From an optimization exercise on the open Yosys and OpenROAD flow, aimed at small area, a short achievable clock period and few clock cycles per item; shortcuts taken in it are not production practice.
At most, simulation tests tie the RTL to the original design; equivalence was not proved.
Power and IR drop assume default switching activity.

==> nickel <==
Design booth, start of the top module:
module booth(clk, rst, inp, mtpr, mtpd, done, adds, subs, prod);
    input clk;
    input rst;
    input inp;
    input [31:0] mtpr;
    input [31:0] mtpd;
    output reg done;
    output [5:0] adds;
    output [5:0] subs;
    output [63:0] prod;
    wire [31:0] x = {mtpr[30:0], 1'b0};
    wire [30:0] tr = x[30:0] ^ x[31:1];
    wire [4:0] tc;
    wire m_0 = mtpr[0] ^ 1'b0;
    wire m_1 = (mtpr[1] & ~mtpr[0] & ~1'b0) | (~mtpr[1] & mtpr[0] & 1'b0);
    wire m_2 = (((m_0 & mtpd[0]) | (m_1 & 1'b0)) ^ mtpr[1]);
    wire m_3 = (((m_0 & mtpd[1]) | (m_1 & mtpd[0])) ^ mtpr[1]);
    wire m_4 = (((m_0 & mtpd[2]) | (m_1 & mtpd[1])) ^ mtpr[1]);
    wire m_5 = (((m_0 & mtpd[3]) | (m_1 & mtpd[2])) ^ mtpr[1]);
    wire m_6 = (((m_0 & mtpd[4]) | (m_1 & mtpd[3])) ^ mtpr[1]);
    wire m_7 = (((m_0 & mtpd[5]) | (m_1 & mtpd[4])) ^ mtpr[1]);
    wire m_8 = (((m_0 & mtpd[6]) | (m_1 & mtpd[5])) ^ mtpr[1]);
    wire m_9 = (((m_0 & mtpd[7]) | (m_1 & mtpd[6])) ^ mtpr[1]);
    wire m_10 = (((m_0 & mtpd[8]) | (m_1 & mtpd[7])) ^ mtpr[1]);
    wire m_11 = (((m_0 & mtpd[9]) | (m_1 & mtpd[8])) ^ mtpr[1]);
    wire m_12 = (((m_0 & mtpd[10]) | (m_1 & mtpd[9])) ^ mtpr[1]);
    wire m_13 = (((m_0 & mtpd[11]) | (m_1 & mtpd[10])) ^ mtpr[1]);
    wire m_14 = (((m_0 & mtpd[12]) | (m_1 & mtpd[11])) ^ mtpr[1]);
  ...
==> flow/config.mk <==
export PLATFORM = sky130hd
export DESIGN_NAME = booth
export DESIGN_NICKNAME = booth
export VERILOG_FILES = /design/flow/design.v
export SDC_FILE = /design/flow/constraint.sdc
export NUM_CORES = 4
export LEC_CHECK = 0
export CAP_MARGIN = 20
export CORE_MARGIN = 2
export CORE_UTILIZATION = 40
export PLACE_DENSITY = 0.6
export SETUP_SLACK_MARGIN = 0.3
export SLEW_MARGIN = 20
==> flow/constraint.sdc <==
create_clock -name core_clock -period 6.0 [get_ports {clk}]
set_input_delay 1.2000 -clock core_clock [delete_from_list [all_inputs] [get_ports {clk}]]
set_output_delay 1.2000 -clock core_clock [all_outputs]
set_load 0.01 [all_outputs]
standard.sh (not shown) runs the stock make flow with config.mk's settings and CLKGATE_MAP_FILE= SYNTH_SCRIPT=/design/flow/synth_recipe.tcl, a recipe that flattens the netlist after the stock synthesis.
==> flow/flow/run.sh <==
#!/bin/bash
# The standard layout (standard.sh) with two changes:
#  - synthesis runs Yosys's synth with -noabc, so the early "abc -fast" does not remap the
#    generated adder trees before extract_fa; the full adders then come out without the
#    inverters that the remapped polarity needs. Everything else in the synthesis script
#    (synth_recipe.tcl, ORFS synth.tcl, flatten, renaming) is unchanged, so are the registers.
#  - the port buffers that global placement inserts are sky130_fd_sc_hd__buf_4 instead of
#    the delay cell buffer_ports picks by default.
# Each tool's output goes to its own log in this folder (make's to flow_make.log; ORFS
# keeps per-step logs under orfs/logs).
set -euo pipefail
here=$(pwd)
sed 's/yosys synth -nofsm -noshare /yosys synth -nofsm -noshare -noabc /' synth_recipe.tcl > my_synth.tcl
grep -q -- '-noabc' my_synth.tcl
sed "s#SYNTH_SCRIPT=[^ ]*#SYNTH_SCRIPT=$here/my_synth.tcl#" standard.sh > my_standard.sh
grep -q "SYNTH_SCRIPT=$here/my_synth.tcl" my_standard.sh
export BUFFER_PORTS_ARGS="-buffer_cell sky130_fd_sc_hd__buf_4"
bash my_standard.sh > flow_make.log 2>&1
==> willow (differences from nickel) <==
==> flow/flow/run.sh (replaced) <==
#!/bin/bash
# The standard layout, with the port buffers that global placement inserts made
# sky130_fd_sc_hd__buf_4 instead of the delay cell buffer_ports picks by default.
set -euo pipefail
export BUFFER_PORTS_ARGS="-buffer_cell sky130_fd_sc_hd__buf_4"
bash standard.sh > flow_make.log 2>&1
==> results.rst <==
.. list-table::
   :header-rows: 1

   * - Metric
     - Value
   * - Status
     - timing/DRC/antenna clean
   * - Least setup slack across all paths after layout
     - 0.571 ns
   * - Share of final-layout standard cells stronger than drive strength 1
     - 0.128
   * - Routing usage on met1
     - 0.309
   * - Clock network power
     - 1.17 mW
# the run above: nickel

==> results.rst <==
.. list-table::
   :header-rows: 1

   * - Metric
     - Value
   * - Total negative setup slack
     - 0 ns
   * - Routing usage on met1
     - 0.347
   * - Status
     - timing/DRC/antenna clean
   * - Post-synth top area cell
     - fa_1
   * - Clock network power
     - roughly 1.1 mW
   * - Least setup slack across all paths after layout
     - between 0.4 and 0.5 ns
   * - Fraction of synthesized area in multiplexers
     - 0.0211
   * - Share of final-layout standard cells stronger than drive strength 1
     - 0.125
   * - Area of the die
     - roughly 74000 um^2
# the run above: willow

No run of this note included a check of the RTL's function; only the layout flow was run.


==> trial 77 <==
Another version of the RTL of booth (not shown whole).
export LEC_CHECK = 0
export CAP_MARGIN = 20
export CORE_MARGIN = 2
export CORE_UTILIZATION = 40
export PLACE_DENSITY = 0.6
export SETUP_SLACK_MARGIN = 0.3
export SLEW_MARGIN = 20
create_clock -name core_clock -period 6.0 [get_ports {clk}]
run.sh (not shown) runs the stock make flow with config.mk's settings and CLKGATE_MAP_FILE= SYNTH_SCRIPT=/design/flow/synth_recipe.tcl, a recipe that flattens the netlist after the stock synthesis.
Stock flow here: none of the scripts above is used.
==> inputs of build 46, as changes to trial 77 <==
- SETUP_SLACK_MARGIN: 0.3 -> 0.8
==> inputs of trial 71, as changes to trial 77 <==
--- a/flow/design.v
+++ b/flow/design.v
@@ -2093,17 +2093,15 @@
     wire o_126 = q[128] & q[129];
     wire o_127 = q[130] ^ q[131];
     wire o_128 = q[130] & q[131];
     wire o_129 = q[132] ^ q[133];
     wire o_130 = q[132] & q[133];
     wire o_131 = q[134] ^ q[135];
     wire o_132 = q[134] & q[135];
-    wire o_133 = ~q[136];
-    wire o_134 = q[137] ^ o_133;
-    wire o_135 = q[137] & o_133;
-    wire o_136 = q[138] ^ q[136];
-    wire o_137 = q[138] & q[136];
-    wire [62:0] ta = {o_135, o_132, o_130, o_128, o_126, o_124, o_122, o_120, o_118, o_116, o_114, o_112, o_110, o_108, o_106, o_104, o_102, o_100, o_98, o_96, o_94, o_91, o_88, o_85, o_82, o_79, o_76, o_73, o_70, o_67, o_64, o_61, o_58, o_55, o_52, o_50, o_48, o_46, o_44, o_42, o_40, o_38, o_36, o_34, o_32, o_30, o_28, o_26, o_24, o_22, o_20, o_18, o_16, o_14, o_12, o_10, o_8, o_6, o_4, o_2, o_1, q[2], q[0]};
-    wire [62:0] tb = {o_136, o_134, o_131, o_129, o_127, o_125, o_123, o_121, o_119, o_117, o_115, o_113, o_111, o_109, o_107, o_105, o_103, o_101, o_99, o_97, o_95, o_93, o_90, o_87, o_84, o_81, o_78, o_75, o_72, o_69, o_66, o_63, o_60, o_57, o_54, o_51, o_49, o_47, o_45, o_43, o_41, o_39, o_37, o_35, o_33, o_31, o_29, o_27, o_25, o_23, o_21, o_19, o_17, o_15, o_13, o_11, o_9, o_7, o_5, o_3, 1'b0, 1'b0, q[1]};
+    wire o_133 = q[136] ^ q[137];
+    wire o_134 = o_133 ^ 1'b1;
+    wire o_135 = (q[136] & q[137]) | (o_133 & 1'b1);
+    wire [62:0] ta = {q[138], o_134, o_131, o_129, o_127, o_125, o_123, o_121, o_119, o_117, o_115, o_113, o_111, o_109, o_107, o_105, o_103, o_101, o_99, o_97, o_95, o_93, o_90, o_87, o_84, o_81, o_78, o_75, o_72, o_69, o_66, o_63, o_60, o_57, o_54, o_51, o_49, o_47, o_45, o_43, o_41, o_39, o_37, o_35, o_33, o_31, o_29, o_27, o_25, o_23, o_21, o_19, o_17, o_15, o_13, o_11, o_9, o_7, o_5, o_3, o_1, q[2], q[0]};
+    wire [62:0] tb = {o_135, o_132, o_130, o_128, o_126, o_124, o_122, o_120, o_118, o_116, o_114, o_112, o_110, o_108, o_106, o_104, o_102, o_100, o_98, o_96, o_94, o_91, o_88, o_85, o_82, o_79, o_76, o_73, o_70, o_67, o_64, o_61, o_58, o_55, o_52, o_50, o_48, o_46, o_44, o_42, o_40, o_38, o_36, o_34, o_32, o_30, o_28, o_26, o_24, o_22, o_20, o_18, o_16, o_14, o_12, o_10, o_8, o_6, o_4, o_2, 1'b0, 1'b0, q[1]};
     wire [62:0] hi = ta + tb;
     assign prod = {hi[62], hi};
 endmodule
==> flow/flow/run.sh (new file) <==
#!/bin/bash
# The standard layout, with the port buffers that global placement inserts made
# sky130_fd_sc_hd__buf_4 instead of the delay cell buffer_ports picks by default.
set -euo pipefail
export BUFFER_PORTS_ARGS="-buffer_cell sky130_fd_sc_hd__buf_4"
bash standard.sh > flow_make.log 2>&1
==> flow/standard.sh (new file) <==
#!/bin/bash
# synth_recipe.tcl (not shown) runs the flow's synth.tcl, then flattens the netlist and writes it again
# the make line also repeats each setting of config.mk as NAME=value (left out here)
make -C /OpenROAD-flow-scripts/flow DESIGN_CONFIG=/design/flow/config.mk WORK_HOME=/design/flow/orfs CLKGATE_MAP_FILE= SYNTH_SCRIPT=/design/flow/synth_recipe.tcl "${@:-finish}"
removed: flow/run.sh
==> comparison table <==
Library cells used by synthesis: build 46 66; trial 71 74; trial 77 66
Buffer count from post-CTS setup fixing: build 46 30; trial 71 2; trial 77 6
Maximum fanout encountered on the critical timing path: build 46 3; trial 71 8; trial 77 8
Synth-to-layout area growth: build 46 17.8%; trial 71 9.34%; trial 77 15.0%
CP peak stage delay: build 46 0.45 ns; trial 71 0.49 ns; trial 77 0.56 ns
Post-layout total power: build 46 25.0 mW; trial 71 23.1 mW; trial 77 24.0 mW
Count of filler cells inserted in the layout: build 46 6603; trial 71 6767; trial 77 6735
Clkbuf count: build 46 17; trial 71 20; trial 77 19
Result of the run: build 46 finished clean; trial 71 finished clean; trial 77 finished clean
Xor-xnor portion of the synthesized cell area: build 46 17.2%; trial 71 17.3%; trial 77 17.2%
Nets@finish: build 46 3641; trial 71 3500; trial 77 3653
CP endpoint: build 46 prod[63]; trial 71 prod[58]; trial 77 prod[57]
Final routed wirelength across all metal layers: build 46 106000 um; trial 71 98000 um; trial 77 100000 um
Share of cell area taken by multi-input logic gates: build 46 69.1%; trial 71 71.6%; trial 77 68.3%
Crit. Startpoint: build 46 q[5]$_DFFE_PP_; trial 71 q[62]$_DFFE_PP_; trial 77 q[36]$_DFFE_PP_
Buffer and inverter count on the worst path: build 46 4; trial 71 2; trial 77 2
Utilization of the core after routing: build 46 47.8%; trial 71 44.3%; trial 77 46.6%
Cell mode on critical path: build 46 buf_6; trial 71 buf_4; trial 77 ha_1
Testbench counts of trial 71, summed over its fixed seeds: cycles 2,400, items 2,400.
Function not checked in trial 77 and build 46: the RTL went through the layout flow alone.


==> exp/indigo: inputs <==
Another version of the RTL of booth (not shown whole).
// booth
module booth(clk, rst, inp, mtpr, mtpd, done, adds, subs, prod);
==> flow/config.mk <==
export PLATFORM = sky130hd
export DESIGN_NAME = booth
export DESIGN_NICKNAME = booth
export VERILOG_FILES = /design/flow/design.v
export SDC_FILE = /design/flow/constraint.sdc
export NUM_CORES = 4
export LEC_CHECK = 0
export ABC_AREA = 1
export CAP_MARGIN = 20
export CORE_MARGIN = 2
export CORE_UTILIZATION = 40
export PLACE_DENSITY = 0.6
export SETUP_SLACK_MARGIN = 1.2
export SLEW_MARGIN = 20
==> flow/constraint.sdc <==
create_clock -name core_clock -period 6.0 [get_ports {clk}]
set_input_delay 1.2000 -clock core_clock [delete_from_list [all_inputs] [get_ports {clk}]]
set_output_delay 1.2000 -clock core_clock [all_outputs]
set_load 0.01 [all_outputs]
standard.sh (not shown) runs the stock make flow with config.mk's settings and CLKGATE_MAP_FILE= SYNTH_SCRIPT=/design/flow/synth_recipe.tcl, a recipe that flattens the netlist after the stock synthesis.
==> flow/flow/run.sh <==
#!/bin/bash
# The standard layout (standard.sh) with two changes:
#  - synthesis runs Yosys's synth with -noabc, so the early "abc -fast" does not remap the
#    generated adder trees before extract_fa; the full adders then come out without the
#    inverters that the remapped polarity needs. Everything else in the synthesis script
#    (synth_recipe.tcl, ORFS synth.tcl, flatten, renaming) is unchanged, so are the registers.
#  - the port buffers that global placement inserts are sky130_fd_sc_hd__buf_4 instead of
#    the delay cell buffer_ports picks by default.
# Each tool's output goes to its own log in this folder (make's to flow_make.log; ORFS
# keeps per-step logs under orfs/logs).
set -euo pipefail
here=$(pwd)
sed 's/yosys synth -nofsm -noshare /yosys synth -nofsm -noshare -noabc /' synth_recipe.tcl > my_synth.tcl
grep -q -- '-noabc' my_synth.tcl
sed "s#SYNTH_SCRIPT=[^ ]*#SYNTH_SCRIPT=$here/my_synth.tcl#" standard.sh > my_standard.sh
grep -q "SYNTH_SCRIPT=$here/my_synth.tcl" my_standard.sh
export BUFFER_PORTS_ARGS="-buffer_cell sky130_fd_sc_hd__buf_4"
bash my_standard.sh > flow_make.log 2>&1
==> exp/raven (differences from exp/indigo) <==
ABC_AREA = default   (was 1)
SETUP_SLACK_MARGIN = 1.0   (was 1.2)
==> exp/amber (differences from exp/indigo) <==
SETUP_SLACK_MARGIN = 0.9   (was 1.2)
==> exp/umber (differences from exp/indigo) <==
ABC_AREA = default   (was 1)
SETUP_SLACK_MARGIN = 0.3   (was 1.2)
==> flow_metrics.env <==
export IMPL_signal_buffers=235
export IMPL_fin_crit_ps=5407
export IMPL_finalInstanceArea_mm2=0.02927
export IMPL_clockBufferCount=20
export IMPL_cts_setup_buffers=0
export IMPL_worstSetupEndpointType="flip-flop"
export IMPL_status="complete, no violations"
export IMPL_power_density_mw_per_mm2=664.7
-- figures above: exp/umber

==> flow_metrics.env <==
export IMPL_status="complete, no violations"
export IMPL_reg_top3="q x121, half x4, sgn x1"
export IMPL_cts_setup_buffers=0
export IMPL_fin_crit_ps=5035
export IMPL_netlist_top_cells_count="516 x xor2_1, 473 x fa_1, 465 x o22ai_1"
export IMPL_cts_made_buffers=17
export IMPL_signal_buffers=249
export IMPL_power_density_mw_per_mm2=630.5
export IMPL_rsz0062_at_grt="yes"
export IMPL_multi_input_area_mm2=0.02151
-- figures above: exp/amber

==> flow_metrics.env <==
export IMPL_routed_top_layer="met5"
export IMPL_antenna_found_initial=1
export IMPL_cp_startpoint="mtpr[7]"
export IMPL_multi_input_gates=2190
export IMPL_antenna_cells=0
export IMPL_status="complete, no violations"
export IMPL_clockBufferCount=19
export IMPL_synth_compound_area_share_pct=12.85
export IMPL_yosysMostFrequentCell="xor2_1"
export IMPL_fin_crit_ps=4818
export IMPL_worstSetupEndpoint="q[75]"
export IMPL_crit_top_cell="fa_2"
export IMPL_seq_cell_count=126
-- figures above: exp/indigo

==> flow_metrics.env <==
export IMPL_reg_top3="q x121, half x4, sgn x1"
export IMPL_cp_startpoint="q[71]"
export IMPL_p_int_mw=11.14
export IMPL_mostFrequentLayoutCells="526 x xnor2_1, 385 x a22oi_1, 348 x fa_1, 175 x buf_4, 126 x edfxtp_1"
export IMPL_clockBufferCount=18
export IMPL_status="complete, no violations"
export IMPL_grt_overflow_total=0
export IMPL_worstSetupEndpointType="output port"
export IMPL_cts_setup_buffers=6
export IMPL_sh_seq_area_pct=12.42
export IMPL_signal_buffers=197
export IMPL_fin_crit_ps=5014
-- figures above: exp/raven

Testbench counts of exp/indigo, summed over its fixed seeds: cycles 2,400, items 2,400.
Testbench counts of exp/raven, summed over its fixed seeds: cycles 2,400, items 2,400.
Testbench counts of exp/amber, summed over its fixed seeds: cycles 2,400, items 2,400.
Testbench counts of exp/umber, summed over its fixed seeds: cycles 2,400, items 2,400.


==> inputs of build 97 <==
booth, a different RTL version from the one above (not shown whole).
==> flow/config.mk <==
export PLATFORM = sky130hd
export DESIGN_NAME = booth
export DESIGN_NICKNAME = booth
export VERILOG_FILES = /design/flow/design.v
export SDC_FILE = /design/flow/constraint.sdc
export NUM_CORES = 4
export LEC_CHECK = 0
export ABC_AREA = 1
export CAP_MARGIN = 20
export CORE_MARGIN = 2
export CORE_UTILIZATION = 40
export PLACE_DENSITY = 0.6
export SETUP_SLACK_MARGIN = 1.1
export SLEW_MARGIN = 20
==> flow/constraint.sdc <==
create_clock -name core_clock -period 6.0 [get_ports {clk}]
set_input_delay 1.2000 -clock core_clock [delete_from_list [all_inputs] [get_ports {clk}]]
set_output_delay 1.2000 -clock core_clock [all_outputs]
set_load 0.01 [all_outputs]
Scripts as last shown in full above: flow/flow/run.sh
==> build 88: changes against build 97 <==
Settings changed: SETUP_SLACK_MARGIN 1.1 to 1.3.
==> trial 22: changes against build 97 <==
Settings changed: SETUP_SLACK_MARGIN 1.1 to 1.2.
==> run summary <==
status finished clean; multi-input combinational area share 70.4%; final worst path period share 81.1%; pre-CTS setup slack 0.223 ns; GRT Total Usage 26.6%
Source of the figures above: build 97

==> run summary <==
pre-CTS setup slack 0.437 ns; final worst path period share 79.9%; multi-input combinational area share 70.1%; status finished clean; GRT Total Usage 25.8%
Source of the figures above: trial 22

==> run summary <==
status finished clean; Final Util 45.3%; Top pwr grp combinational cells; Slew headroom 42.9%; Sink Count 131; largest net degree at the start of global routing 67; pre-CTS setup slack 0.538 ns
Source of the figures above: build 88

Testbench counts of build 97, summed over its fixed seeds: cycles 2,400, items 2,400.
Testbench counts of build 88, summed over its fixed seeds: cycles 2,400, items 2,400.
Testbench counts of trial 22, summed over its fixed seeds: cycles 2,400, items 2,400.

static timing again, ports no longer ideal:
In the flow no input, the clock included, has a driving cell. The finished layouts below were timed again as built, in two steps.
Step 1 assumes that a clkbuf_16 drives the clock port and a buf_2 every other input.
Step 2 adds t to the input delays and takes it off the output delays; t is the mean of the earliest and latest rising clock arrival at the registers after step 1. Input paths then give back, and output paths get back, about the clock's delay inside the block.
Three values: no drivers, after step 1, after step 2; two values: the first two.
run	shift t [ns]	setup slack, ns	slew at the worst register clock pin (ns)	worst data-port slew with drivers (ns)	cell pins on the clock port's net
nickel	0.548	0.571 / 0.508 / 0.374	0.07 / 0.07	0.08	1
willow	0.565	0.449 / 0.383 / 0.335	0.08 / 0.08	0.07	1
trial 77	0.544	0.405 / 0.343 / -0.053	0.07 / 0.07	0.09	1
build 46	0.565	0.600 / 0.534 / 0.274	0.07 / 0.07	0.08	1
trial 71	0.536	0.403 / 0.340 / 0.311	0.07 / 0.07	0.09	1
exp/indigo	0.552	1.182 / 1.158 / 0.607	0.06 / 0.06	0.10	1
exp/raven	0.559	0.986 / 0.920 / 0.516	0.06 / 0.06	0.09	1
exp/amber	0.550	0.965 / 0.951 / 0.401	0.06 / 0.06	0.13	1
exp/umber	0.544	0.593 / 0.610 / 0.065	0.06 / 0.06	0.13	1
build 97	0.555	1.133 / 1.084 / 0.528	0.09 / 0.09	0.20	1
build 88	0.537	1.334 / 1.302 / 0.765	0.07 / 0.07	0.20	1
trial 22	0.541	1.208 / 1.144 / 0.603	0.07 / 0.07	0.21	1
With both steps, setup timing fails in trial 77, where it was met with ideal ports.
